Background: an optimization exercise with open tools, aiming at small area, a short achievable clock period and few clock cycles. Do not read the settings as production practice. At most, simulation tests tie the RTL to the original design; equivalence was not proved. Only the layout flow was run in runs 2 and 3; the RTL was not checked for function there. No activity file was given, so power comes from the tool's default toggle rates.

===== design/flow/flow/run.sh =====
#!/bin/bash
# The standard ORFS layout (the standard.sh) with: hierarchical synthesis
# (each module mapped on its own, then flattened, as the standard synthesis
# does), timing repair aimed well below the clock period (a repair target
# only: the design is still constrained and signed off at the design's
# period), larger slew/capacitance margins, plain buffers on the ports, larger
# clock-tree sink clusters, and extra antenna-repair rounds after detailed
# routing (flow/post_drt.tcl). ORFS writes each step's log under orfs/logs;
# make's output goes to orfs_flow.log.
set -o pipefail
HERE=$(pwd)
bash standard.sh CORE_UTILIZATION=55 SETUP_SLACK_MARGIN=7.5 \
    SYNTH_HIERARCHICAL=1 SLEW_MARGIN=35 CAP_MARGIN=35 \
    CTS_CLUSTER_SIZE=22 CTS_CLUSTER_DIAMETER=80 \
    "BUFFER_PORTS_ARGS=-buffer_cell sky130_fd_sc_hd__buf_4" \
    POST_DETAIL_ROUTE_TCL=$HERE/flow/post_drt.tcl \
    finish > orfs_flow.log 2>&1

===== design/flow/flow/post_drt.tcl =====
# Sourced by ORFS at the end of detailed routing (POST_DETAIL_ROUTE_TCL):
# keep repairing antennas and re-routing while violations remain, for a few
# more rounds than ORFS's own loop.
set my_antenna_rounds 0
while { [check_antennas] && $my_antenna_rounds < 6 } {
  repair_antennas
  detailed_route {*}$all_args
  incr my_antenna_rounds
}
puts "post_drt: extra antenna rounds $my_antenna_rounds"

===== design/flow/standard.sh =====
#!/bin/bash
# synth_recipe.tcl (not shown) runs the flow's synth.tcl, then flattens the netlist and writes it again
# the make line also repeats each setting of config.mk as NAME=value (left out here)
make -C /OpenROAD-flow-scripts/flow DESIGN_CONFIG=/design/flow/config.mk WORK_HOME=/design/flow/orfs CLKGATE_MAP_FILE= SYNTH_SCRIPT=/design/flow/synth_recipe.tcl "${@:-finish}"

===== design/flow/config.mk =====
export PLATFORM = sky130hd
export DESIGN_NAME = CHIP
export DESIGN_NICKNAME = CHIP
export VERILOG_FILES = /design/flow/design.v
export SDC_FILE = /design/flow/constraint.sdc
export NUM_CORES = 8
export LEC_CHECK = 0
export CAP_MARGIN = 20
export CORE_MARGIN = 2
export CORE_UTILIZATION = 40
export SETUP_SLACK_MARGIN = 0.3
export SLEW_MARGIN = 20

===== design/flow/constraint.sdc =====
create_clock -name core_clock -period 11.0 [get_ports {clk}]
set_input_delay 2.2000 -clock core_clock [delete_from_list [all_inputs] [get_ports {clk}]]
set_output_delay 2.2000 -clock core_clock [all_outputs]
set_load 0.01 [all_outputs]

===== design/flow/design.v =====
module CHIP(clk,
            rst_n,
            mem_wen_D,
            mem_addr_D,
            mem_wdata_D,
            mem_rdata_D,
            mem_addr_I,
            mem_rdata_I);
    input         clk, rst_n ;
    output        mem_wen_D  ;
    output [31:0] mem_addr_D ;
    output [31:0] mem_wdata_D;
    input  [31:0] mem_rdata_D;
    output [31:0] mem_addr_I ;
    input  [31:0] mem_rdata_I;
    reg  [31:2] pc_f;                
    reg         init;                
    reg         d_valid;
    reg  [31:0] ir;
    reg  [31:2] pc_d;
    reg         d_fp;                
    reg  [11:2] d_lo;                
    reg         d_lc;                
    reg         d_far;               
    reg         e_valid;
    reg  [31:0] e_op1;               
    reg  [31:0] e_op2;               
    reg  [31:0] e_aux;               
    reg  [4:0]  e_rd;
    reg         e_wr;                
    reg         e_load, e_store, e_branch, e_bge, e_jal, e_jalr, e_mul;
    reg         e_sub, e_add, e_xor, e_slt;
    reg  [3:0]  e_sl1, e_sr1, e_sh2;    
    reg  [1:0]  e_sh3;
    reg         e_pred;              
    reg         m_wr, m_load, m_store;
    reg  [4:0]  m_rd;
    reg  [31:0] m_res, m_wdata;
    reg         mu_busy, mu_fin, mu_last;
    reg  [4:0]  mu_rd;
    reg  [31:0] mu_a, mu_b, mu_s, mu_c;
    wire        mu_wb   = mu_busy && mu_fin && !m_wr;
    wire        wp_we   = m_wr || mu_wb;
    wire [4:0]  wp_addr = m_wr ? m_rd : mu_rd;
    wire [31:0] wp_data = ({32{m_wr &  m_load}} & mem_rdata_D) |
                          ({32{m_wr & ~m_load}} & m_res) |
                          ({32{mu_wb}} & mu_s);
    wire [31:0] rf [0:31];
    assign rf[0] = 32'd0;
    genvar g;
    generate
        for (g = 1; g < 32; g = g + 1) begin : R
            localparam [31:0] RV = (g == 2) ? 32'hbffffff0 :
                                   (g == 3) ? 32'h10008000 : 32'd0;
            reg [31:0] q;
            assign rf[g] = q;
            always @(posedge clk) begin
                if (init || (wp_we && wp_addr == g))
                    q <= (RV == 32'd0) ? wp_data : (wp_data | (RV & {32{init}}));
            end
        end
    endgenerate
    wire [6:0] op  = ir[6:0];
    wire [4:0] rd  = ir[11:7];
    wire [2:0] f3  = ir[14:12];
    wire [4:0] rs1 = ir[19:15];
    wire [4:0] rs2 = ir[24:20];
    wire [4:0] sh  = ir[24:20];
    wire d_auipc  = (op[6:4] == 3'b001) &&  op[2];
    wire d_opimm  = (op[6:4] == 3'b001) && !op[2];
    wire d_load   = (op[6:4] == 3'b000);
    wire d_store  = (op[6:4] == 3'b010);
    wire d_opreg  = (op[6:4] == 3'b011);
    wire d_branch = (op[6:4] == 3'b110) && (op[3:2] == 2'b00);
    wire d_jalr   = (op[6:4] == 3'b110) && (op[3:2] == 2'b01);
    wire d_jal    = (op[6:4] == 3'b110) && op[3];
    wire d_mul    = d_opreg && ir[25] && (f3 != 3'b100);
    wire d_xor    = d_opreg && (f3 == 3'b100);
    wire d_slt    = d_opimm && (f3 == 3'b010);
    wire d_sll    = d_opimm && (f3 == 3'b001);
    wire d_srl    = d_opimm && (f3 == 3'b101);
    wire d_sub    = (d_opreg && ir[30]) || d_branch || d_slt;
    wire d_add    = !d_xor && !d_slt && !d_sll && !d_srl && !d_jalr;
    wire d_use1 = !d_auipc && !d_jal;
    wire d_use2 = d_opreg || d_branch || d_store;
    wire d_wr   = !d_branch && !d_store && (rd != 5'd0);
    wire [31:0] imm_i = {{20{ir[31]}}, ir[31:20]};
    wire [31:0] imm_s = {{20{ir[31]}}, ir[31:25], ir[11:7]};
    wire [31:0] imm_b = {{19{ir[31]}}, ir[31], ir[7], ir[30:25], ir[11:8], 1'b0};
    wire [31:0] imm_u = {ir[31:12], 12'd0};
    wire [31:0] imm_j = {{11{ir[31]}}, ir[31], ir[19:12], ir[20], ir[30:21], 1'b0};
    wire [31:0] rv1 = rf[rs1];
    wire [31:0] rv2 = rf[rs2];
    wire [31:0] v1 = (wp_we && wp_addr == rs1) ? wp_data : rv1;
    wire [31:0] v2 = (wp_we && wp_addr == rs2) ? wp_data : rv2;
    wire e_hit1 = e_valid && e_wr && (e_rd == rs1);
    wire e_hit2 = e_valid && e_wr && (e_rd == rs2);
    wire e_hitd = e_valid && e_wr && (e_rd == rd);
    wire m_wait = mu_busy && !mu_wb;
    wire m_hit1 = m_wait && (mu_rd == rs1);
    wire m_hit2 = m_wait && (mu_rd == rs2);
    wire m_hitd = m_wait && (mu_rd == rd);
    wire e_slow = e_load || e_mul;        
    wire d_stall = d_valid && (
        (e_slow && ((d_use1 && e_hit1) || (d_use2 && e_hit2))) ||
        (e_mul && d_wr && e_hitd) ||
        (d_use1 && m_hit1) || (d_use2 && m_hit2) || (d_wr && m_hitd) ||
        (d_mul && d_wr && ((e_valid && e_mul && e_wr) || m_wait)));
    wire [31:12] d_tgt_hi = pc_d[31:12] + {{12{ir[31]}}, (ir[3] ? ir[19:12] : {8{ir[31]}})} +
                            {19'd0, d_lc};
    wire [31:2] d_tgt = {d_tgt_hi, d_lo};
    wire [31:2] d_pc4 = pc_d + 30'd1;
    wire d_go = d_valid && !d_stall;
    wire [31:0] a = e_op1;
    wire [31:0] b = e_op2;
    wire [32:0] sum_c = {a, 1'b1} + {b, e_sub};
    wire [31:0] sum = sum_c[32:1];
    wire [31:0] bt = ~b;
    reg  [31:0] t_lt, t_eq;
    integer k, w;
    always @(*) begin
        t_lt = ~a & bt;
        t_lt[31] = a[31] & ~bt[31];
        t_eq = ~(a ^ bt);
        for (w = 1; w < 32; w = w * 2)
            for (k = 2 * w - 1; k < 32; k = k + 2 * w) begin
                t_lt[k] = t_lt[k] | (t_eq[k] & t_lt[k - w]);
                t_eq[k] = t_eq[k] & t_eq[k - w];
            end
    end
    wire lt = t_lt[31];
    wire eq = t_eq[31];
    wire [31:0] l1 = ({32{e_sl1[0]}} & a) | ({32{e_sl1[1]}} & {a[30:0], 1'b0}) |
                     ({32{e_sl1[2]}} & {a[29:0], 2'b0}) | ({32{e_sl1[3]}} & {a[28:0], 3'b0});
    wire [31:0] l2 = ({32{e_sh2[0]}} & l1) | ({32{e_sh2[1]}} & {l1[27:0], 4'b0}) |
                     ({32{e_sh2[2]}} & {l1[23:0], 8'b0}) | ({32{e_sh2[3]}} & {l1[19:0], 12'b0});
    wire [31:0] l3 = ({32{e_sh3[0]}} & l2) | ({32{e_sh3[1]}} & {l2[15:0], 16'b0});
    wire [31:0] r1 = ({32{e_sr1[0]}} & a) | ({32{e_sr1[1]}} & {1'b0, a[31:1]}) |
                     ({32{e_sr1[2]}} & {2'b0, a[31:2]}) | ({32{e_sr1[3]}} & {3'b0, a[31:3]});
    wire [31:0] r2 = ({32{e_sh2[0]}} & r1) | ({32{e_sh2[1]}} & {4'b0, r1[31:4]}) |
                     ({32{e_sh2[2]}} & {8'b0, r1[31:8]}) | ({32{e_sh2[3]}} & {12'b0, r1[31:12]});
    wire [31:0] r3 = ({32{e_sh3[0]}} & r2) | ({32{e_sh3[1]}} & {16'b0, r2[31:16]});
    wire [31:0] e_res = ({32{e_add}} & sum) | ({32{e_xor}} & (a ^ b)) |
                        {31'd0, e_slt & lt} | ({32{e_jalr}} & e_aux) | l3 | r3;
    wire br_taken   = e_bge ? !lt : eq;
    wire e_mis_br   = e_branch && (br_taken != e_pred);
    wire e_mis_jalr = e_jalr && !(e_pred && !a[0]);
    wire e_mis_jal  = e_jal && !e_pred;
    wire e_redirect = e_valid && (e_mis_br || e_mis_jalr || e_mis_jal);
    wire [31:2] e_target = e_jalr ? sum[31:2] : e_aux[31:2];
    assign mem_addr_I = {pc_f, 2'b00};
    wire [31:0] fi = mem_rdata_I;
    wire x1_busy = (d_valid && d_wr && rd == 5'd1) ||
                   (e_valid && e_wr && e_rd == 5'd1) ||
                   (m_wr && m_rd == 5'd1) || (mu_busy && mu_rd == 5'd1);
    wire [31:2] pc_seq_n;
    wire        f_take, f_lc, f_far;
    wire [11:2] f_lo;
    wire [31:2] pc_other;
    wire        use_seq;
    fetch_pred fp(.fi(fi), .pc_f(pc_f), .x1(rf[1][31:2]), .x1_busy(x1_busy),
                  .use_seq(use_seq), .pc_other(pc_other), .pc_next(pc_seq_n),
                  .take(f_take), .lo(f_lo), .lc(f_lc), .far(f_far));
    assign      use_seq = !init && !e_redirect && !d_redirect && !d_stall;
    wire        d_mis = d_fp && (((d_jal || d_branch) && d_far) ||
                                 (d_jalr && (ir[31:21] != 11'd0)));
    wire        d_redirect = d_go && d_mis;
    always @(posedge clk or negedge rst_n) begin
        if (!rst_n) begin
            d_valid <= 1'b0;
            init    <= 1'b1;
        end else begin
            init <= 1'b0;
            if (init || e_redirect || d_redirect)
                d_valid <= 1'b0;
            else if (!d_stall)
                d_valid <= 1'b1;
        end
    end
    assign      pc_other = init ? 30'h00004000 :
                           e_redirect ? e_target :
                           d_redirect ? d_pc4 : pc_f;
    always @(posedge clk)
        pc_f <= pc_seq_n;
    always @(posedge clk) begin
        if (!d_stall) begin
            ir   <= mem_rdata_I;
            pc_d <= pc_f;
            d_fp  <= f_take;
            d_lo  <= f_lo;
            d_lc  <= f_lc;
            d_far <= f_far;
        end
    end
    wire        byp1 = e_hit1 && d_use1;
    wire        byp2 = e_hit2 && (d_opreg || d_branch);
    wire        byp3 = e_hit2 && d_store;
    wire [31:0] op1_n = d_auipc ? {pc_d, 2'b00} : d_jal ? {d_pc4, 2'b00} : v1;
    wire [31:0] op2_n = ((d_opreg || d_branch) ? v2 :
                         d_store ? imm_s :
                         d_auipc ? imm_u :
                         d_jal ? 32'd0 : imm_i) ^ {32{d_sub}};
    wire        d_ptaken = d_fp && !d_mis;
    wire [31:0] aux_n = d_store ? v2 :
                        (d_jal || (d_branch && !d_ptaken)) ? {d_tgt, 2'b00} : {d_pc4, 2'b00};
    always @(posedge clk or negedge rst_n) begin
        if (!rst_n) e_valid <= 1'b0;
        else        e_valid <= d_go && !e_redirect;
    end
    always @(posedge clk) begin
        e_op1 <= byp1 ? e_res : op1_n;
        e_op2 <= byp2 ? (e_res ^ {32{d_sub}}) : op2_n;
        e_aux <= byp3 ? e_res : aux_n;
        e_rd     <= rd;
        e_wr     <= d_wr;
        e_load   <= d_load;
        e_store  <= d_store;
        e_branch <= d_branch;
        e_bge    <= f3[0];
        e_jal    <= d_jal;
        e_jalr   <= d_jalr;
        e_mul    <= d_mul;
        e_sub    <= d_sub;
        e_add    <= d_add;
        e_xor    <= d_xor;
        e_slt    <= d_slt;
        e_sl1    <= {4{d_sll}} & (4'b0001 << sh[1:0]);
        e_sr1    <= {4{d_srl}} & (4'b0001 << sh[1:0]);
        e_sh2    <= 4'b0001 << sh[3:2];
        e_sh3    <= sh[4] ? 2'b10 : 2'b01;
        e_pred   <= d_ptaken;
    end
    wire e_go = e_valid && !e_mul;
    always @(posedge clk or negedge rst_n) begin
        if (!rst_n) begin
            m_wr    <= 1'b0;
            m_load  <= 1'b0;
            m_store <= 1'b0;
        end else begin
            m_wr    <= e_go && e_wr;
            m_load  <= e_go && e_load;
            m_store <= e_go && e_store;
        end
    end
    always @(posedge clk) begin
        m_rd    <= e_rd;
        m_res   <= e_res;
        m_wdata <= e_aux;
    end
    assign mem_wen_D   = m_store;
    assign mem_addr_D  = m_res;
    assign mem_wdata_D = m_wdata;
    wire mu_issue = e_valid && e_mul && e_wr;
    wire [31:0] pp0 = mu_b[0] ? mu_a : 32'd0;
    wire [31:0] pp1 = mu_b[1] ? {mu_a[30:0], 1'b0} : 32'd0;
    wire [31:0] pp2 = mu_b[2] ? {mu_a[29:0], 2'b0} : 32'd0;
    wire [31:0] pp3 = mu_b[3] ? {mu_a[28:0], 3'b0} : 32'd0;
    wire [31:0] s1 = mu_s ^ mu_c ^ pp0;
    wire [31:0] c1 = {((mu_s & mu_c) | (mu_s & pp0) | (mu_c & pp0)), 1'b0};
    wire [31:0] s2 = pp1 ^ pp2 ^ pp3;
    wire [31:0] c2 = {((pp1 & pp2) | (pp1 & pp3) | (pp2 & pp3)), 1'b0};
    wire [31:0] s3 = s1 ^ c1 ^ s2;
    wire [31:0] c3 = {((s1 & c1) | (s1 & s2) | (c1 & s2)), 1'b0};
    wire [31:0] s4 = s3 ^ c3 ^ c2;
    wire [31:0] c4 = {((s3 & c3) | (s3 & c2) | (c3 & c2)), 1'b0};
    always @(posedge clk or negedge rst_n) begin
        if (!rst_n)        mu_busy <= 1'b0;
        else if (mu_issue) mu_busy <= 1'b1;
        else if (mu_wb)    mu_busy <= 1'b0;
    end
    always @(posedge clk) begin
        if (mu_issue) begin
            mu_a    <= a;
            mu_b    <= b;
            mu_s    <= 32'd0;
            mu_c    <= 32'd0;
            mu_fin  <= 1'b0;
            mu_last <= (a == 32'd0) || (b == 32'd0);
            mu_rd   <= e_rd;
        end else if (!mu_last) begin
            mu_a    <= {mu_a[27:0], 4'd0};
            mu_b    <= {4'd0, mu_b[31:4]};
            mu_s    <= s4;
            mu_c    <= c4;
            mu_last <= (mu_a[27:0] == 28'd0) || (mu_b[31:4] == 28'd0);
        end else if (!mu_fin) begin
            mu_s    <= mu_s + mu_c;
            mu_fin  <= 1'b1;
        end
    end
endmodule
module fetch_pred(fi, pc_f, x1, x1_busy, use_seq, pc_other, pc_next, take, lo, lc, far);
    input  [31:0] fi;
    input  [31:2] pc_f, x1, pc_other;
    input         x1_busy, use_seq;
    output [31:2] pc_next;
    output        take, lc, far;
    output [11:2] lo;
    wire jal = (fi[6:2] == 5'b11011);
    wire bwd = (fi[6:2] == 5'b11000) && fi[31];
    wire ret = (fi[6:2] == 5'b11001) && (fi[19:15] == 5'd1) && !x1_busy;
    wire [12:2] lo_j = {1'b0, pc_f[11:2]} + {1'b0, fi[20], fi[30:22]};
    wire [12:2] lo_b = {1'b0, pc_f[11:2]} + {1'b0, fi[7], fi[30:25], fi[11:9]};
    assign far  = fi[2] ? ((fi[19:12] != {8{fi[31]}}) || (lo_j[12] != fi[31]))
                        : (lo_b[12] != fi[31]);
    assign take = jal || bwd || ret;
    assign lo   = fi[2] ? lo_j[11:2] : lo_b[11:2];
    assign lc   = fi[2] ? lo_j[12] : lo_b[12];
    wire [31:2] pc_f1 = pc_f + 30'd1;
    wire [31:2] seq = ({30{jal}} & {pc_f[31:12], lo_j[11:2]}) |
                      ({30{bwd}} & {pc_f[31:12], lo_b[11:2]}) |
                      ({30{ret}} & x1) |
                      ({30{~take}} & pc_f1);
    assign pc_next = ({30{use_seq}} & seq) | ({30{~use_seq}} & pc_other);
endmodule

==> metrics list, run 1 <==
* Result of the run: complete, no violations
- Drt pass-1 iters: 14
- Initial Utilization: 0.554
- Ports placed on the boundary: 163
* Chain of cells forming the critical path: or3b_2 -> nor2_4 -> buf_6 -> buf_8 -> a222oi_1 -> nand3_1 -> nor3_1 -> a21oi_1 -> a211oi_1 -> o31ai_1
* Final Net Count: 7475
* Unrepaired setup endpoints after global routing: true
- Post-layout minimum cycle time: 3.70 ns
- Across every metal layer, demand over resource in global routing totals 0.533.
- Worst EP required: 11.64 ns
- Die outline area: 140000 sq um
- The share of total power dissipated in sequential elements is 0.424.
- Routed Antenna Nets: 0
- Post-synthesis to final-layout area growth: 17.7%
- Of all nets on the critical path, the largest fanout is 19.
* Row count: 135
- Detailed placer's ending HPWL: 236 mm
* Final-report hold violation count: 0
- Fraction of the yosys area taken by sequential cells: 0.533
* Number of max-capacitance violations reported: 0
- Insertion delay to the later sink of the worst-skew pair: 0.82 ns
* Capture instance of the worst register-to-register path: e_op1[22]$_DFF_P_
* Switching share of power: 0.399
* Initial antenna violation count: 38
- Proportion of layout cells with a drive suffix above 1: 0.208
- For this design, the slowest cell found on the critical path is sky130_fd_sc_hd__or3b_2.
- The synthesized netlist occupies a cell area of 75200 sq um.
- Finished layout cell area: 88500 sq um
- Worst Clk Skew: 0.0576 ns
- Part of the total power dissipated in combinational logic: 0.377
- Final setup fails: 0
- Net switching power figure: 7590 uW
- In this run the critical register-to-register path is launched from ir[17]$_DFFE_PP_.
- After detailed routing, the total wire length is 387 mm.
* Worst supply voltage drop on vdd: 0.000183 V
- Via count of the first global-routing pass: 64769
* Library cell used as clock root buffer: sky130_fd_sc_hd__clkbuf_16
* CTS H-Tree Depth: 3
- Top flip-flop cell by instance count after synthesis: sky130_fd_sc_hd__edfxtp_1
- The core region is 136000 sq um.
* Number of DRC markers in iteration 0: 15051
* PD cells: 215 nW/um^2
* # clock sinks: 1431
* Total placed instance area: 79600 sq um
- Cell leakage power: 0.0337 uW
* Setup total negative slack: 0 ns
- The worst hold path passes through 0 cells.
* Minimum setup slack among reg-to-reg paths: 7.30 ns
- Startpoint kind of the worst setup timing path: flip-flop
* Type of the setup path with the least slack: flip-flop to flip-flop
- Path category of the worst min-delay check: flip-flop to flip-flop
* Number of buffers added by the clock tree synthesis step: 87
- Maximum number of pins on one net before global-route repair: 95
* Post-synthesis sequential element count: 1431
* CTS hold repair buffers: 0
* Placer Congestion: 1.08
- The worst pin sits at a relative slew slack of 0.259.
- For the pin with the worst max-slew slack, the measured transition is 1.11 ns.
- The worst register-to-register path has a depth of 10.
- The number of different library cells used by synthesis comes to 109.
- Cell count after synthesis: 6880
- For this run, design rule violations remaining after detail routing come to 0.
* Clock Path Buffers: 3
- Slowest Stage Delay on Critical Path: 0.64 ns
- Dividing the detail-routed wire length by the instance count gives 43.0 um.
- The internal power of the cells totals 11500 uW.
- Measured along the x axis, the die boundary spans 374 um.
- Total of buffers placed on input and output ports: 158
* Worst Min Path Start: e_aux[27]$_DFF_P_
- Timing would allow up to 270 MHz.
- The first global-routing pass estimated 517 mm of wire.
* Count of flip-flops with a built-in enable after synthesis: 1134
* Hold Slack: 0.410 ns
* Total via count in the routed design: 70741
- Final Max Tran Viols: 0
- Relative contribution of the clock network to total power: 0.199
* Share of the core filled with cells: 0.652
- YS warnings: 7
- Summed over all layers, the global routing overflow is 0.
- Fraction of the cycle the final worst path needs: 0.337
* Arrival time of the worst setup path: 4.34 ns
- For hold timing, the worst endpoint is m_wdata[27]$_DFF_P_.
- After detailed routing, the number of vias per cell comes to 7.84.
* Clock-pin slew on the worst setup and hold paths: 0.09 ns
- Measured along the y axis, the die boundary spans 374 um.
- Endpoint class of the critical path: flip-flop
* Async SR Flop Fraction: 0.00489
- After synthesis, the mean cell area works out to 10.9 sq um.
* Clock tree from TritonCTS: built
-- synthesized netlist by cell type (all sizes together), types with 9 or more instances --
master / number / area share
nor2b: 28 / 0.0023
fa: 120 / 0.032
a211oi: 58 / 0.0058
clkbuf: 353 / 0.018
nand2: 713 / 0.036
a31oi: 32 / 0.0027
a21oi: 299 / 0.020
mux2i: 110 / 0.015
nor3b: 13 / 0.0014
nand4: 109 / 0.0091
nor2: 315 / 0.016
nand3: 141 / 0.0096
o21ai: 269 / 0.018
buf: 169 / 0.011
o22ai: 51 / 0.0043
a21o: 69 / 0.0069
xor2: 79 / 0.0092
or4: 9 / 0.00090
a211o: 16 / 0.0019
dfxtp: 290 / 0.077
o2111ai: 12 / 0.0014
a311oi: 10 / 0.0015
a222oi: 84 / 0.011
nand2b: 16 / 0.0013
mux2: 21 / 0.0031
xnor2: 126 / 0.015
o31ai: 16 / 0.0017
a2111oi: 19 / 0.0026
a22o: 38 / 0.0044
ha: 130 / 0.022
and2: 117 / 0.0097
edfxtp: 1134 / 0.45
nor4: 91 / 0.0081
a22oi: 1051 / 0.11
or2: 37 / 0.0031
a31o: 40 / 0.0047
inv: 271 / 0.014
nand3b: 18 / 0.0018
o211ai: 23 / 0.0024
a221oi: 53 / 0.0063
o21bai: 13 / 0.0013
nor3: 92 / 0.0064
and3: 75 / 0.0062
or3: 20 / 0.0017
o21a: 23 / 0.0023
-- Yosys stat by module, one instance, submodules excluded --
module / cells inside / area [sq um]
fetch_pred: 363 / 2370
CHIP: 6517 / 72800
-- per-stage QoR --
| step | setup slack [ns] | total power [uW] | instances |
|---|---|---|---|
| after global routing | 7.37 | 19600 | 8998 |
| after CTS | 7.36 | 18400 | 8912 |
| after global placement | 5.42 | 14000 | 8522 |
| after floorplan | 6.92 | 11400 | 6882 |
| final | 7.30 | 19100 | 9019 |
| after detailed placement | 5.43 | 14100 | 8546 |
-- sequential cells by signal (all words and copies together), names as in the netlist, 2 cells and up --
register and cells:
mu_rd 5, e_rd 5, m_res 32, mu_s 32, ir 30, mu_c 29, pc_f 30, e_aux 32
e_op2 32, R.q 992, e_sh2 4, e_sh3 2, mu_b 32, pc_d 30, e_sl1 4, mu_a 32
d_lo 10, m_wdata 32, m_rd 5, e_op1 32, e_sr1 4
-- what timing repair did --
| action | in CTS | in global routing |
|---|---|---|
| resized for setup | 514 | 271 |
| pin swaps | 104 | 94 |
| setup endpoints to repair | 913 | 191 |
| gates cloned | 7 | 11 |
| buffers inserted | 212 | 70 |
-- layout by cell type, fill, tap and decap left out, drive strengths merged, types with 118 or more instances in the layout --
cell type	count
nand2	713
ha	130
fa	120
and2	118
inv	269
xnor2	126
edfxtp	1134
buf	692
o21ai	272
a22oi	1051
a21oi	299
dfxtp	290
nand3	141
nor2	315
clkbuf	121
-- metal layers --
| metal | global-route usage | up-vias | share of wire |
|---|---|---|---|
| li1 | - | 27003 | - |
| met5 | 0.0148 | - | 0.0020 |
| met1 | 0.625 | 33583 | 0.31 |
| met2 | 0.744 | 7641 | 0.40 |
| met3 | 0.241 | 2467 | 0.17 |
| met4 | 0.443 | 47 | 0.12 |
-- worst max-delay path: cells and delay by family, from the launching register on --
family	cells	cell delay, ns
simple gates	4	0.94
buf+inv	2	0.71
flops	1	0.52
compound gates	4	1.36
-- power groups by stage --
stage | Clock, uW | Sequential (uW) | Combinational (uW)
6_report | 3800 | 8070 | 7190
5_1_grt | 3940 | 8130 | 7510
4_1_cts | 3760 | 8000 | 6640
3_5_place_dp | 0 | 8170 | 5970
3_3_place_gp | 0 | 8170 | 5800
2_1_floorplan | 0 | 7760 | 3600
-- kinds of logic after synthesis --
kind of cell / share of synthesized area
other: 0.0000499
xor gates and xnor gates: 0.0239
muxes: 0.0178
adders and majority gates: 0.0536
DFF: 0.533
and+or+nand+nor: 0.118
AOI/OAI and AO/OA: 0.211
buffers and inverters: 0.0422
-- worst max-delay path by stage --
stage	startpoint	endpoint
2_1_floorplan	mem_rdata_I[22]	d_far$_DFFE_PP_
3_3_place_gp	m_wr$_DFF_PN0_	e_op2[31]$_DFF_P_
3_5_place_dp	m_wr$_DFF_PN0_	e_op2[31]$_DFF_P_
4_1_cts	mem_rdata_I[22]	d_far$_DFFE_PP_
5_1_grt	mem_rdata_I[22]	d_far$_DFFE_PP_
6_report	ir[17]$_DFFE_PP_	e_op1[22]$_DFF_P_
-- area by class of cell --
class / instances / area, sq um
fill: 10475 / 47100
sequential: 1431 / 40300
multi-input combinational: 4662 / 35100
timing repair buffer: 706 / 6760
clock buffer: 108 / 2330
tap: 1781 / 2230
inverter: 271 / 1090
clock inverter: 39 / 628
antenna: 21 / 52.6
Testbench counts, summed over its fixed seeds: cycles 200,790.
==> run 2: changes to the inputs <==
--- a/design/flow/design.v
+++ b/design/flow/design.v
@@ -33,6 +33,7 @@
     reg  [3:0]  e_sl1, e_sr1, e_sh2;    
     reg  [1:0]  e_sh3;
     reg         e_pred;              
+    reg  [3:0]  e_bidx;              
     reg         m_wr, m_load, m_store;
     reg  [4:0]  m_rd;
     reg  [31:0] m_res, m_wdata;
@@ -150,6 +151,19 @@
     wire [31:2] e_target = e_jalr ? sum[31:2] : e_aux[31:2];
     assign mem_addr_I = {pc_f, 2'b00};
     wire [31:0] fi = mem_rdata_I;
+    reg  [15:0] bht;
+    genvar h;
+    generate
+        for (h = 0; h < 16; h = h + 1) begin : B
+            always @(posedge clk) begin
+                if (init)
+                    bht[h] <= 1'b0;
+                else if (e_valid && e_branch && e_bidx == h)
+                    bht[h] <= br_taken;
+            end
+        end
+    endgenerate
+    wire f_fwd_ok = bht[pc_f[5:2]];
     wire x1_busy = (d_valid && d_wr && rd == 5'd1) ||
                    (e_valid && e_wr && e_rd == 5'd1) ||
                    (m_wr && m_rd == 5'd1) || (mu_busy && mu_rd == 5'd1);
@@ -158,7 +172,7 @@
     wire [11:2] f_lo;
     wire [31:2] pc_other;
     wire        use_seq;
-    fetch_pred fp(.fi(fi), .pc_f(pc_f), .x1(rf[1][31:2]), .x1_busy(x1_busy),
+    fetch_pred fp(.fi(fi), .pc_f(pc_f), .x1(rf[1][31:2]), .x1_busy(x1_busy), .fwd_ok(f_fwd_ok),
                   .use_seq(use_seq), .pc_other(pc_other), .pc_next(pc_seq_n),
                   .take(f_take), .lo(f_lo), .lc(f_lc), .far(f_far));
     assign      use_seq = !init && !e_redirect && !d_redirect && !d_stall;
@@ -229,6 +243,7 @@
         e_sh2    <= 4'b0001 << sh[3:2];
         e_sh3    <= sh[4] ? 2'b10 : 2'b01;
         e_pred   <= d_ptaken;
+        e_bidx   <= pc_d[5:2];
     end
     wire e_go = e_valid && !e_mul;
     always @(posedge clk or negedge rst_n) begin
@@ -289,15 +304,15 @@
         end
     end
 endmodule
-module fetch_pred(fi, pc_f, x1, x1_busy, use_seq, pc_other, pc_next, take, lo, lc, far);
+module fetch_pred(fi, pc_f, x1, x1_busy, fwd_ok, use_seq, pc_other, pc_next, take, lo, lc, far);
     input  [31:0] fi;
     input  [31:2] pc_f, x1, pc_other;
-    input         x1_busy, use_seq;
+    input         x1_busy, fwd_ok, use_seq;
     output [31:2] pc_next;
     output        take, lc, far;
     output [11:2] lo;
     wire jal = (fi[6:2] == 5'b11011);
-    wire bwd = (fi[6:2] == 5'b11000) && fi[31];
+    wire bwd = (fi[6:2] == 5'b11000) && (fi[31] || fwd_ok);
     wire ret = (fi[6:2] == 5'b11001) && (fi[19:15] == 5'd1) && !x1_busy;
     wire [12:2] lo_j = {1'b0, pc_f[11:2]} + {1'b0, fi[20], fi[30:22]};
     wire [12:2] lo_b = {1'b0, pc_f[11:2]} + {1'b0, fi[7], fi[30:25], fi[11:9]};
==> metrics list, run 2 <==
- The flow ran to the end and the layout has no timing, DRC or antenna violations.
- The clock drives 1451 sinks.
- The critical path goes through inv_1 -> ha_4 -> nand4_1 -> nor2_1 -> a211oi_1 -> o211ai_1 -> a211o_1 -> o21ai_1 -> or3b_4 -> buf_12 -> nor3_4 -> and2_4 -> buf_12 -> inv_16 -> a21oi_4 -> o21ai_2 -> o32a_1.
- In this run the tightest slew margin relative to its limit is 0.203.
- In the synthesized netlist the dominant register cell turns out to be sky130_fd_sc_hd__edfxtp_1.
- Routed Antenna Nets: 0
* Total wirelength of the detailed-routed design: 416 mm
- Across the routed clock network, the largest skew measured is 0.0554 ns.
- The cell family contributing the most delay on the critical path is compound AO/OA/AOI/OAI gates.
* First-pass GRT wire length: 551 mm
- Hold Slack: 0.386 ns
- For this design the ratio of total power to cell area is 213 nW/um^2.
- Of all nets on the critical path, the largest fanout is 8.
* Maximum number of pins on one net before global-route repair: 91
- Slowest Stage Delay on Critical Path: 0.44 ns
- The share of synthesized area in the top cell type comes to 0.439.
* Fraction of the cycle the final worst path needs: 0.350
* Post-synthesis to final-layout area growth: 18.1%
- The library cell used most frequently in the layout, excluding fill and tap cells, is sky130_fd_sc_hd__edfxtp_1.
* Upper clock frequency limit: 260 MHz
* Row count: 137
- Ports placed on the boundary: 163
- Fraction of the yosys area taken by sequential cells: 0.521
* Endpoint class of the critical path: flip-flop
- WL per Instance: 44.3 um
* Library cell used as clock root buffer: sky130_fd_sc_hd__clkbuf_16
* Cell repeated most along the worst path: sky130_fd_sc_hd__buf_12
- The biggest area contributor in the post-synthesis netlist is sky130_fd_sc_hd__edfxtp_1.
- For this design the static power due to leakage is 0.0351 uW.
- Area of the core region: 140000 sq um
* Number of max-capacitance violations reported: 0
* Most used standard cell by instance count after synthesis: sky130_fd_sc_hd__edfxtp_1
* Finished Layout Cells: 9381
* Final Max Tran Viols: 0
- At the pin with the least slew margin, the transition time is 1.20 ns.
- The pre-antenna-repair detailed-routing pass consisted of 13 iterations.
- Count of flip-flops with a built-in enable after synthesis: 1134
* Slowest stage cell, crit path: sky130_fd_sc_hd__a211o_1
- In the final timing run, aggregate negative setup slack is 0 ns.
* Top library cells by usage in the layout, fill and taps aside: sky130_fd_sc_hd__edfxtp_1, sky130_fd_sc_hd__a22oi_1, sky130_fd_sc_hd__nand2_1, sky130_fd_sc_hd__buf_4, sky130_fd_sc_hd__dfxtp_1
- The wire-length estimate of the detail-placed layout is 251 mm.
- By startpoint and endpoint, the worst setup path is classified as flip-flop to flip-flop.
- Initial Utilization: 0.555
- Clock tree synthesis inserted a total of 89 buffers.
* Post-synthesis sequential element count: 1451
- The H-tree was split into 3 levels.
* Startpoint kind of the worst setup timing path: flip-flop
* Leading cell types by count after synthesis: sky130_fd_sc_hd__edfxtp_1, sky130_fd_sc_hd__a22oi_1, sky130_fd_sc_hd__nand2_1, sky130_fd_sc_hd__clkbuf_1, sky130_fd_sc_hd__dfxtp_1
* Final setup fails: 0
* Total of buffers placed on input and output ports: 158
* Number of DRC markers in iteration 0: 16781
- The worst path needs 3.85 ns of the cycle, external delays included.
- From left edge to right edge, the die measures 380 um.
- In this run, post-CTS hold repair placed 0 buffers.
- The tightest min-delay check is of the flip-flop to flip-flop type.
- Once placement completed, the tool counted placed cells totaling 8861.
- Using the TritonRoute via totals, the vias-per-cell ratio works out to 8.01.
- In the routed design, unresolved DRC markers number 0.
- Counting along the longest clock path gives a buffer depth of 3.
- Number of unique standard cell types used by synthesis: 119
- Unrepaired setup endpoints after global routing: true
- At the worst endpoint, the required time is 11.63 ns.
- Initial antenna violation count: 40
- After clock tree synthesis, the clock-pin slew on the worst setup and hold paths is 0.09 ns.
- Async SR Flop Fraction: 0.00482
- Worst supply voltage drop on vdd: 0.000179 V
* Die height: 380 um
- Of the cells placed in the final design, the portion with a size suffix greater than 1 is 0.213.
- At the later pin of the worst-skew pair, clock insertion delay measures 0.80 ns.
* Final-report hold violation count: 0
* Top cells by area in the synthesized netlist: sky130_fd_sc_hd__edfxtp_1, sky130_fd_sc_hd__a22oi_1, sky130_fd_sc_hd__dfxtp_1, sky130_fd_sc_hd__fa_1, sky130_fd_sc_hd__nand2_1
- In the final design database the tool counted 7721 nets.
- Counting flops per register, the top entry is R.q.
- Yosys printed 7 warnings.
- Data on the critical path arrives at its endpoint at 4.49 ns.
- After technology mapping, the gate count stands at 7122.
* Buf+Inv Stages, Crit Path: 4
- The register with the most flip-flops in the layout has 992 of them.
- The synthesized netlist occupies a cell area of 77600 sq um.
- Mapped Avg Cell Area: 10.9 sq um
- The die covers 144000 sq um.
- TritonCTS built the clock tree.
- Once layout is complete, the utilization of the core stands at 0.655.
* Congestion Overflow GR: 0
* Via count of the first global-routing pass: 67350
* Overall track demand over capacity in global routing: 0.549
- At the end of routability-driven placement, the weighted congestion stood at 1.10.
* Total via count in the routed design: 75181
[run 2: kinds of logic after synthesis]
logic type / share of synthesized area
multiplexers: 0.0194
AO/OA/AOI/OAI: 0.205
adder cells (fa/ha/maj): 0.0519
other: 0.0000483
buffers and inverters: 0.0450
AND/OR/NAND/NOR: 0.136
XOR/XNOR: 0.0220
flip-flops: 0.521
[run 2: worst register-to-register path, delay by kind of cell, from the launching register on]
family                   cells  cell delay [ns]
AO/OA/AOI/OAI                7             1.51
AND/OR/NAND/NOR              5             0.92
buffers and inverters        4             0.52
flip-flops                   1             0.43
adder cells (fa/ha/maj)      1             0.34
[run 2: per-module statistics from Yosys, one instance, submodules excluded]
module      flip-flops and latches  area [sq um]
CHIP                          1451         75100
fetch_pred                       0          2560
[run 2: layout make-up]
| class | count | area (sq um) |
|---|---|---|
| fillers | 10877 | 48200 |
| flip-flops and latches | 1451 | 40600 |
| multi-input cells | 4846 | 37300 |
| repair buffers | 731 | 7190 |
| well taps | 1876 | 2350 |
| clock buffers | 98 | 2280 |
| inverters | 285 | 1160 |
| clock inverters | 40 | 603 |
| diodes | 53 | 133 |
| repair inverters | 1 | 16.3 |
[run 2: path summary, 6_finish.rpt]
| kind | from | slack (ns) | endpoint | cells past startpoint |
|---|---|---|---|---|
| worst max-delay path | e_op2[11]$_DFF_P_ | 7.15 | pc_f[10]$_DFF_P_ | 17 |
| worst min-delay path | e_aux[7]$_DFF_P_ | 0.39 | m_wdata[7]$_DFF_P_ | 0 |
| worst max register to register | e_op2[11]$_DFF_P_ | 7.15 | pc_f[10]$_DFF_P_ | 17 |
| worst min register to register | e_aux[7]$_DFF_P_ | 0.39 | m_wdata[7]$_DFF_P_ | 0 |
| max in group asynchronous | rst_n | 9.48 | init$_DFF_PN1_ | 1 |
| min in group asynchronous | rst_n | 1.27 | m_load$_DFF_PN0_ | 1 |
[run 2: per-layer routing]
layer,vias up,part of all wire,global-route usage,wire length (um)
met4,32,0.13,0.472,52600
li1,28099,-,-,-
met2,8399,0.38,0.747,159000
met5,-,0.0024,0,981
met1,35591,0.31,0.638,129000
met3,3060,0.18,0.278,74200
[run 2: timing repair]
item | CTS | global route
endpoints found under the setup margin | 905 | 255
gates resized for setup | 621 | 329
setup buffers | 215 | 90
gates cloned | 10 | 12
pin swaps | 114 | 117
[run 2: per-stage QoR]
step / instance area (sq um) / power, uW / setup slack (ns)
after floorplan: 78200 / 11500 / 7.16
after global placement: 81400 / 14200 / 5.43
after detailed placement: 81700 / 14400 / 5.39
after CTS: 89100 / 18600 / 7.27
after global routing: 91500 / 19900 / 7.11
final: 91600 / 19500 / 7.15
[run 2: power breakdown]
| group | internal, uW | switching, uW |
|---|---|---|
| sequential | 7250 | 934 |
| clock | 1660 | 2100 |
| combinational | 2640 | 4890 |
| total | 11600 | 7930 |
==> run 3: changes to the inputs <==
--- a/design/flow/design.v
+++ b/design/flow/design.v
@@ -28,12 +28,11 @@
     reg  [31:0] e_aux;               
     reg  [4:0]  e_rd;
     reg         e_wr;                
-    reg         e_load, e_store, e_branch, e_bge, e_jal, e_jalr, e_mul;
+    reg         e_load, e_store, e_branch, e_bge, e_jal, e_jalr, e_link, e_mul;
     reg         e_sub, e_add, e_xor, e_slt;
-    reg  [3:0]  e_sl1, e_sr1, e_sh2;    
-    reg  [1:0]  e_sh3;
+    reg  [3:0]  e_sl1, e_sl2, e_sr1, e_sr2;    
+    reg  [1:0]  e_sl3, e_sr3;
     reg         e_pred;              
-    reg  [3:0]  e_bidx;              
     reg         m_wr, m_load, m_store;
     reg  [4:0]  m_rd;
     reg  [31:0] m_res, m_wdata;
@@ -90,10 +89,8 @@
     wire [31:0] imm_b = {{19{ir[31]}}, ir[31], ir[7], ir[30:25], ir[11:8], 1'b0};
     wire [31:0] imm_u = {ir[31:12], 12'd0};
     wire [31:0] imm_j = {{11{ir[31]}}, ir[31], ir[19:12], ir[20], ir[30:21], 1'b0};
-    wire [31:0] rv1 = rf[rs1];
-    wire [31:0] rv2 = rf[rs2];
-    wire [31:0] v1 = (wp_we && wp_addr == rs1) ? wp_data : rv1;
-    wire [31:0] v2 = (wp_we && wp_addr == rs2) ? wp_data : rv2;
+    wire [31:0] v1 = (wp_we && wp_addr == rs1) ? wp_data : rf[rs1];
+    wire [31:0] v2 = (wp_we && wp_addr == rs2) ? wp_data : rf[rs2];
     wire e_hit1 = e_valid && e_wr && (e_rd == rs1);
     wire e_hit2 = e_valid && e_wr && (e_rd == rs2);
     wire e_hitd = e_valid && e_wr && (e_rd == rd);
@@ -133,16 +130,16 @@
     wire eq = t_eq[31];
     wire [31:0] l1 = ({32{e_sl1[0]}} & a) | ({32{e_sl1[1]}} & {a[30:0], 1'b0}) |
                      ({32{e_sl1[2]}} & {a[29:0], 2'b0}) | ({32{e_sl1[3]}} & {a[28:0], 3'b0});
-    wire [31:0] l2 = ({32{e_sh2[0]}} & l1) | ({32{e_sh2[1]}} & {l1[27:0], 4'b0}) |
-                     ({32{e_sh2[2]}} & {l1[23:0], 8'b0}) | ({32{e_sh2[3]}} & {l1[19:0], 12'b0});
-    wire [31:0] l3 = ({32{e_sh3[0]}} & l2) | ({32{e_sh3[1]}} & {l2[15:0], 16'b0});
+    wire [31:0] l2 = ({32{e_sl2[0]}} & l1) | ({32{e_sl2[1]}} & {l1[27:0], 4'b0}) |
+                     ({32{e_sl2[2]}} & {l1[23:0], 8'b0}) | ({32{e_sl2[3]}} & {l1[19:0], 12'b0});
+    wire [31:0] l3 = ({32{e_sl3[0]}} & l2) | ({32{e_sl3[1]}} & {l2[15:0], 16'b0});
     wire [31:0] r1 = ({32{e_sr1[0]}} & a) | ({32{e_sr1[1]}} & {1'b0, a[31:1]}) |
                      ({32{e_sr1[2]}} & {2'b0, a[31:2]}) | ({32{e_sr1[3]}} & {3'b0, a[31:3]});
-    wire [31:0] r2 = ({32{e_sh2[0]}} & r1) | ({32{e_sh2[1]}} & {4'b0, r1[31:4]}) |
-                     ({32{e_sh2[2]}} & {8'b0, r1[31:8]}) | ({32{e_sh2[3]}} & {12'b0, r1[31:12]});
-    wire [31:0] r3 = ({32{e_sh3[0]}} & r2) | ({32{e_sh3[1]}} & {16'b0, r2[31:16]});
+    wire [31:0] r2 = ({32{e_sr2[0]}} & r1) | ({32{e_sr2[1]}} & {4'b0, r1[31:4]}) |
+                     ({32{e_sr2[2]}} & {8'b0, r1[31:8]}) | ({32{e_sr2[3]}} & {12'b0, r1[31:12]});
+    wire [31:0] r3 = ({32{e_sr3[0]}} & r2) | ({32{e_sr3[1]}} & {16'b0, r2[31:16]});
     wire [31:0] e_res = ({32{e_add}} & sum) | ({32{e_xor}} & (a ^ b)) |
-                        {31'd0, e_slt & lt} | ({32{e_jalr}} & e_aux) | l3 | r3;
+                        {31'd0, e_slt & lt} | ({32{e_link}} & e_aux) | l3 | r3;
     wire br_taken   = e_bge ? !lt : eq;
     wire e_mis_br   = e_branch && (br_taken != e_pred);
     wire e_mis_jalr = e_jalr && !(e_pred && !a[0]);
@@ -151,19 +148,6 @@
     wire [31:2] e_target = e_jalr ? sum[31:2] : e_aux[31:2];
     assign mem_addr_I = {pc_f, 2'b00};
     wire [31:0] fi = mem_rdata_I;
-    reg  [15:0] bht;
-    genvar h;
-    generate
-        for (h = 0; h < 16; h = h + 1) begin : B
-            always @(posedge clk) begin
-                if (init)
-                    bht[h] <= 1'b0;
-                else if (e_valid && e_branch && e_bidx == h)
-                    bht[h] <= br_taken;
-            end
-        end
-    endgenerate
-    wire f_fwd_ok = bht[pc_f[5:2]];
     wire x1_busy = (d_valid && d_wr && rd == 5'd1) ||
                    (e_valid && e_wr && e_rd == 5'd1) ||
                    (m_wr && m_rd == 5'd1) || (mu_busy && mu_rd == 5'd1);
@@ -172,12 +156,11 @@
     wire [11:2] f_lo;
     wire [31:2] pc_other;
     wire        use_seq;
-    fetch_pred fp(.fi(fi), .pc_f(pc_f), .x1(rf[1][31:2]), .x1_busy(x1_busy), .fwd_ok(f_fwd_ok),
+    fetch_pred fp(.fi(fi), .pc_f(pc_f), .x1(rf[1][31:2]), .x1_busy(x1_busy),
                   .use_seq(use_seq), .pc_other(pc_other), .pc_next(pc_seq_n),
                   .take(f_take), .lo(f_lo), .lc(f_lc), .far(f_far));
     assign      use_seq = !init && !e_redirect && !d_redirect && !d_stall;
-    wire        d_mis = d_fp && (((d_jal || d_branch) && d_far) ||
-                                 (d_jalr && (ir[31:21] != 11'd0)));
+    wire        d_mis = d_fp && (d_jal || d_branch) && d_far;
     wire        d_redirect = d_go && d_mis;
     always @(posedge clk or negedge rst_n) begin
         if (!rst_n) begin
@@ -233,17 +216,19 @@
         e_bge    <= f3[0];
         e_jal    <= d_jal;
         e_jalr   <= d_jalr;
+        e_link   <= d_jalr;
         e_mul    <= d_mul;
         e_sub    <= d_sub;
         e_add    <= d_add;
         e_xor    <= d_xor;
         e_slt    <= d_slt;
         e_sl1    <= {4{d_sll}} & (4'b0001 << sh[1:0]);
+        e_sl2    <= 4'b0001 << sh[3:2];
+        e_sl3    <= sh[4] ? 2'b10 : 2'b01;
         e_sr1    <= {4{d_srl}} & (4'b0001 << sh[1:0]);
-        e_sh2    <= 4'b0001 << sh[3:2];
-        e_sh3    <= sh[4] ? 2'b10 : 2'b01;
+        e_sr2    <= 4'b0001 << sh[3:2];
+        e_sr3    <= sh[4] ? 2'b10 : 2'b01;
         e_pred   <= d_ptaken;
-        e_bidx   <= pc_d[5:2];
     end
     wire e_go = e_valid && !e_mul;
     always @(posedge clk or negedge rst_n) begin
@@ -304,16 +289,17 @@
         end
     end
 endmodule
-module fetch_pred(fi, pc_f, x1, x1_busy, fwd_ok, use_seq, pc_other, pc_next, take, lo, lc, far);
+module fetch_pred(fi, pc_f, x1, x1_busy, use_seq, pc_other, pc_next, take, lo, lc, far);
     input  [31:0] fi;
     input  [31:2] pc_f, x1, pc_other;
-    input         x1_busy, fwd_ok, use_seq;
+    input         x1_busy, use_seq;
     output [31:2] pc_next;
     output        take, lc, far;
     output [11:2] lo;
     wire jal = (fi[6:2] == 5'b11011);
-    wire bwd = (fi[6:2] == 5'b11000) && (fi[31] || fwd_ok);
-    wire ret = (fi[6:2] == 5'b11001) && (fi[19:15] == 5'd1) && !x1_busy;
+    wire bwd = (fi[6:2] == 5'b11000) && fi[31];
+    wire ret = (fi[6:2] == 5'b11001) && (fi[19:15] == 5'd1) &&
+               (fi[31:21] == 11'd0) && !x1_busy;
     wire [12:2] lo_j = {1'b0, pc_f[11:2]} + {1'b0, fi[20], fi[30:22]};
     wire [12:2] lo_b = {1'b0, pc_f[11:2]} + {1'b0, fi[7], fi[30:25], fi[11:9]};
     assign far  = fi[2] ? ((fi[19:12] != {8{fi[31]}}) || (lo_j[12] != fi[31]))
==> design/flow/flow/run.sh (replaced) <==
#!/bin/bash
# The standard ORFS layout (the standard.sh) with: hierarchical synthesis
# (each module mapped on its own, then flattened, as the standard synthesis
# does), timing repair aimed well below the clock period (a repair target
# only: the design is still constrained and signed off at the design's
# period), larger slew/capacitance margins, and plain buffers on the ports.
# ORFS writes each step's log under orfs/logs; make's output goes to
# orfs_flow.log.
set -o pipefail
bash standard.sh CORE_UTILIZATION=55 SETUP_SLACK_MARGIN=7.5 \
    SYNTH_HIERARCHICAL=1 SLEW_MARGIN=35 CAP_MARGIN=35 \
    "BUFFER_PORTS_ARGS=-buffer_cell sky130_fd_sc_hd__buf_4" \
    finish > orfs_flow.log 2>&1
removed: design/flow/flow/post_drt.tcl
==> metrics list, run 3 <==
- In this run, synthesis inferred 1134 flip-flops with an integrated enable.
* Relative contribution of the clock network to total power: 0.243
- Upper clock frequency limit: 267 MHz
* Most used standard cell by instance count after synthesis: sky130_fd_sc_hd__edfxtp_1
- Max transition margin: 0.266
* Most common cell after layout, fill and taps aside: sky130_fd_sc_hd__edfxtp_1
- The die covers 142000 sq um.
- Number of buffers added by the clock tree synthesis step: 155
* Number of max-capacitance violations reported: 0
* PD cells: 241 nW/um^2
- Worst supply voltage drop on vdd: 0.000218 V
- Insertion delay to the later sink of the worst-skew pair: 0.87 ns
- Worst Clk Skew: 0.0552 ns
- In this run the mean area of a mapped cell was 11.0 sq um.
- In this run the standard cell core region covers 137000 sq um.
* Endpoint class of the critical path: flip-flop
* Sequential fraction of design power: 0.393
- Type of the setup path with the least slack: flip-flop to flip-flop
- Floorplan die width: 376 um
- WL per Instance: 44.0 um
- Global routing finished with a remaining overflow of 0.
- For this design the static power due to leakage is 0.0359 uW.
- Proportion of netlist area held by the largest area contributor: 0.447
* Capture instance of the worst register-to-register path: e_op2[24]$_DFF_P_
* Path category of the worst min-delay check: flip-flop to flip-flop
- Setup repair after global routing could not meet its margin everywhere.
- Fill cells in the final layout number 10205.
- Entering global routing, the biggest net connects 121 pins.
- CTS H-Tree Depth: 4
- Routed Antenna Nets: 2
* Total placed instance area: 79900 sq um
- Via density per instance: 8.05
- Across all layers, the routed design uses 74612 vias.
- Finished layout cell area: 92800 sq um
* Switching share of power: 0.396
- Reg2Reg Launch Point: ir[21]$_DFFE_PP_
* # clock sinks: 1431
* Library cell used as clock root buffer: sky130_fd_sc_hd__clkbuf_16
- Leading cell types by count after synthesis: sky130_fd_sc_hd__edfxtp_1, sky130_fd_sc_hd__a22oi_1, sky130_fd_sc_hd__nand2_1, sky130_fd_sc_hd__clkbuf_1, sky130_fd_sc_hd__nor2_1
- YS warnings: 7
- TritonCTS built the clock tree.
- After detailed routing, the total wire length is 408 mm.
- The run finished, with violations left.
- Detailed placement ended at an HPWL of 249 mm.
- The cell area that synthesis handed to floorplanning was 76300 sq um.
* Post-layout minimum cycle time: 3.75 ns
- Post-synthesis to final-layout area growth: 21.6%
* Overall track demand over capacity in global routing: 0.552
* Flip-flop count of the largest register, all copies and words added: 992
- Of all nets on the critical path, the largest fanout is 10.
- After floorplanning, the core was divided into 136 placement rows.
* Fraction of the yosys area taken by sequential cells: 0.525
- For this run, design rule violations remaining after detail routing come to 0.
- Summed over all nets, the switching power comes to 8880 uW.
- Synthesis instantiated 104 different standard cells from the library.
* Worst Reg2Reg Path Length in Cells: 14
* Final Max Tran Viols: 0
- First-pass GRT wire length: 539 mm
* Fraction of the cycle the final worst path needs: 0.341
- Among all flip-flop cells after synthesis, the most frequent one is sky130_fd_sc_hd__edfxtp_1.
* Initial Utilization: 0.555
- The biggest area contributor in the post-synthesis netlist is sky130_fd_sc_hd__edfxtp_1.
- Async SR Flop Fraction: 0.00489
- Number of DRC markers in iteration 0: 17382
- Failed layout checks: antenna violations
- Total of buffers placed on input and output ports: 158
- The pre-antenna-repair detailed-routing pass consisted of 12 iterations.
- Placer Congestion: 1.07
- For this run, the share of the core covered by cells in the final layout is 0.675.
- Ports placed on the boundary: 163
- For the worst setup path, the data arrival time is 4.45 ns.
* Die height: 376 um
* Via count of the first global-routing pass: 66880
- End point of the critical path: e_op2[24]$_DFF_P_
- Counting flops and latches in the post-synthesis netlist gives 1431.
* Clock-pin slew on the worst setup and hold paths: 0.06 ns
- Timing startpoint of the critical path: ir[21]$_DFFE_PP_
- The number of failing hold endpoints at the final stage is 0.
- Setup violations remaining at the end of the flow were counted as 0.
- Setup total negative slack: 0 ns
- Design internal power: 13500 uW
- In the post-synthesis netlist, the biggest area contributors are sky130_fd_sc_hd__edfxtp_1, sky130_fd_sc_hd__a22oi_1, sky130_fd_sc_hd__dfxtp_1, sky130_fd_sc_hd__fa_1, sky130_fd_sc_hd__nand2_1.
* Minimum setup slack among reg-to-reg paths: 7.25 ns
- Startpoint kind of the worst setup timing path: flip-flop
- CTS hold repair buffers: 0
* Final Net Count: 7624
- Initial antenna violation count: 42
* Top library cells by usage in the layout, fill and taps aside: sky130_fd_sc_hd__edfxtp_1, sky130_fd_sc_hd__a22oi_1, sky130_fd_sc_hd__nand2_1, sky130_fd_sc_hd__buf_4, sky130_fd_sc_hd__nor2_1
- Part of the total power dissipated in combinational logic: 0.364
- Counting flops per register, the top entry is R.q.
- After technology mapping, the gate count stands at 6936.
- The clock passes through at most 3 buffers.
- At the pin with the least slew margin, the transition time is 1.10 ns.
- Worst EP required: 11.70 ns
- Proportion of layout cells with a drive suffix above 1: 0.229
[run 3: cell types whose count changed in the layout (fill, tap and decap cells not counted), moves of 26 or more]
cell	before	now
sky130_fd_sc_hd__dfxtp_4	34	60
sky130_fd_sc_hd__mux2_2	46	14
sky130_fd_sc_hd__a22oi_1	901	930
sky130_fd_sc_hd__mux2i_1	80	116
sky130_fd_sc_hd__clkbuf_16	95	172
sky130_fd_sc_hd__and3_1	248	219
sky130_fd_sc_hd__o21ai_0	221	183
sky130_fd_sc_hd__a22o_1	66	39
sky130_fd_sc_hd__buf_6	110	172
sky130_fd_sc_hd__dfxtp_1	259	163
sky130_fd_sc_hd__dfxtp_2	17	67
sky130_fd_sc_hd__buf_4	510	476
[run 3: cells by family after synthesis]
| kind of cell | after synthesis | synth area share |
|---|---|---|
| AO/OA/AOI/OAI | 2157 | 0.208 |
| XOR/XNOR | 195 | 0.0224 |
| adder cells (fa/ha/maj) | 250 | 0.0528 |
| buffers and inverters | 822 | 0.0464 |
| flip-flops | 1431 | 0.525 |
| multiplexers | 134 | 0.0178 |
| other | 1 | 0.0000492 |
| AND/OR/NAND/NOR | 1946 | 0.128 |
[run 3: how the worst min path moves through the flow]
| stage | from | end | slack (ns) | cells past startpoint |
|---|---|---|---|---|
| global route | e_aux[2]$_DFF_P_ | m_wdata[2]$_DFF_P_ | 0.37 | 0 |
| global placement | e_aux[2]$_DFF_P_ | m_wdata[2]$_DFF_P_ | 0.36 | 0 |
| CTS | e_aux[2]$_DFF_P_ | m_wdata[2]$_DFF_P_ | 0.36 | 0 |
| floorplan | e_aux[0]$_DFF_P_ | m_wdata[0]$_DFF_P_ | 0.33 | 0 |
| detailed placement | e_aux[6]$_DFF_P_ | m_wdata[6]$_DFF_P_ | 0.36 | 0 |
| finish | e_aux[2]$_DFF_P_ | m_wdata[2]$_DFF_P_ | 0.36 | 0 |
[run 3: worst max-delay path, stage by stage, from the launching register on]
cell and delay [ns]:
sky130_fd_sc_hd__edfxtp_1 0.44, sky130_fd_sc_hd__buf_12 0.19, sky130_fd_sc_hd__buf_4 0.15, sky130_fd_sc_hd__nor3b_4 0.32
sky130_fd_sc_hd__buf_6 0.29, sky130_fd_sc_hd__and2_4 0.23, sky130_fd_sc_hd__buf_4 0.27, sky130_fd_sc_hd__buf_4 0.30
sky130_fd_sc_hd__a2111oi_0 0.15, sky130_fd_sc_hd__and3_1 0.20, sky130_fd_sc_hd__a31oi_4 0.43, sky130_fd_sc_hd__a211oi_1 0.11
sky130_fd_sc_hd__o31ai_1 0.25, sky130_fd_sc_hd__a31oi_1 0.08, sky130_fd_sc_hd__xnor2_1 0.16
[run 3: power by group through the flow]
stage                     clock network (uW)  logic, uW  registers (uW)
after floorplan                            0       4000            8230
after global placement                     0       6580            8810
after detailed placement                   0       6710            8830
after CTS                               5380       7340            8720
after global routing                    5590       8440            8860
final                                   5440       8160            8800
[run 3: layout make-up]
type | instances | area, sq um | area share
Tap cell | 1794 | 2240 | 0.0242
Timing Repair Buffer | 758 | 7770 | 0.0837
Inverter | 269 | 1040 | 0.0112
Clock inverter | 83 | 1020 | 0.0110
Clock buffer | 197 | 4200 | 0.0453
Sequential cell | 1431 | 40400 | 0.435
Antenna cell | 47 | 118 | 0.00127
Multi-Input combinational cell | 4693 | 36000 | 0.388
[run 3: per-layer routing]
layer | part of all wire | track usage | vias up
met5 | 0.0046 | 0.0477 | -
met2 | 0.38 | 0.746 | 8511
li1 | - | - | 27668
met4 | 0.12 | 0.464 | 53
met3 | 0.18 | 0.283 | 3068
met1 | 0.31 | 0.643 | 35312
[run 3: per-stage QoR]
step | worst slack (ns) | instances | hold WS (ns) | power, uW
after floorplan | 6.95 | 6938 | 0.331 | 12200
after global placement | 5.26 | 8559 | 0.364 | 15400
after detailed placement | 5.22 | 8569 | 0.362 | 15500
after CTS | 7.35 | 9032 | 0.363 | 21400
after global routing | 7.35 | 9230 | 0.372 | 22900
final | 7.25 | 9272 | 0.358 | 22400
[run 3: modules after synthesis (local to each module, per instance)]
module | area (sq um) | flops+latches | cells
CHIP | 73900 | 1431 | 6554
fetch_pred | 2400 | 0 | 382
[run 3: repair_timing]
item,in CTS,in global routing
pin swaps,112,124
gates resized for setup,667,316
setup buffers,170,167
cloned,13,16
setup endpoints to repair,884,480

-- afterwards: timing with drivers on the ports --
In the flow no input, the clock included, has a driving cell. The finished layouts below were timed again as built, in two steps.
Step 1: set_driving_cell puts a clkbuf_16 on clk and a buf_2 on each other input, an assumption about the parent block.
Step 2 times the ports against the registers' clock, not the clock port: input delays grow and output delays shrink by t, the midpoint of the rising clock arrivals with the driver on.
Three values: ideal ports, drivers, drivers and shift; two values: the first two.
| run | t (ns) | setup slack, ns | slew at the worst register clock pin (ns) | cell pins on the clock port's net |
|---|---|---|---|---|
| run 1 | 0.877 | 7.297 / 7.297 / 6.551 | 0.10 / 0.10 | 1 |
| run 2 | 0.859 | 7.147 / 7.147 / 6.539 | 0.10 / 0.10 | 1 |
| run 3 | 0.931 | 7.251 / 7.251 / 6.519 | 0.07 / 0.07 | 1 |
For run 1, which loses most, drivers alone change the setup slack by 0.000 ns; drivers and shift together by -0.746 ns.
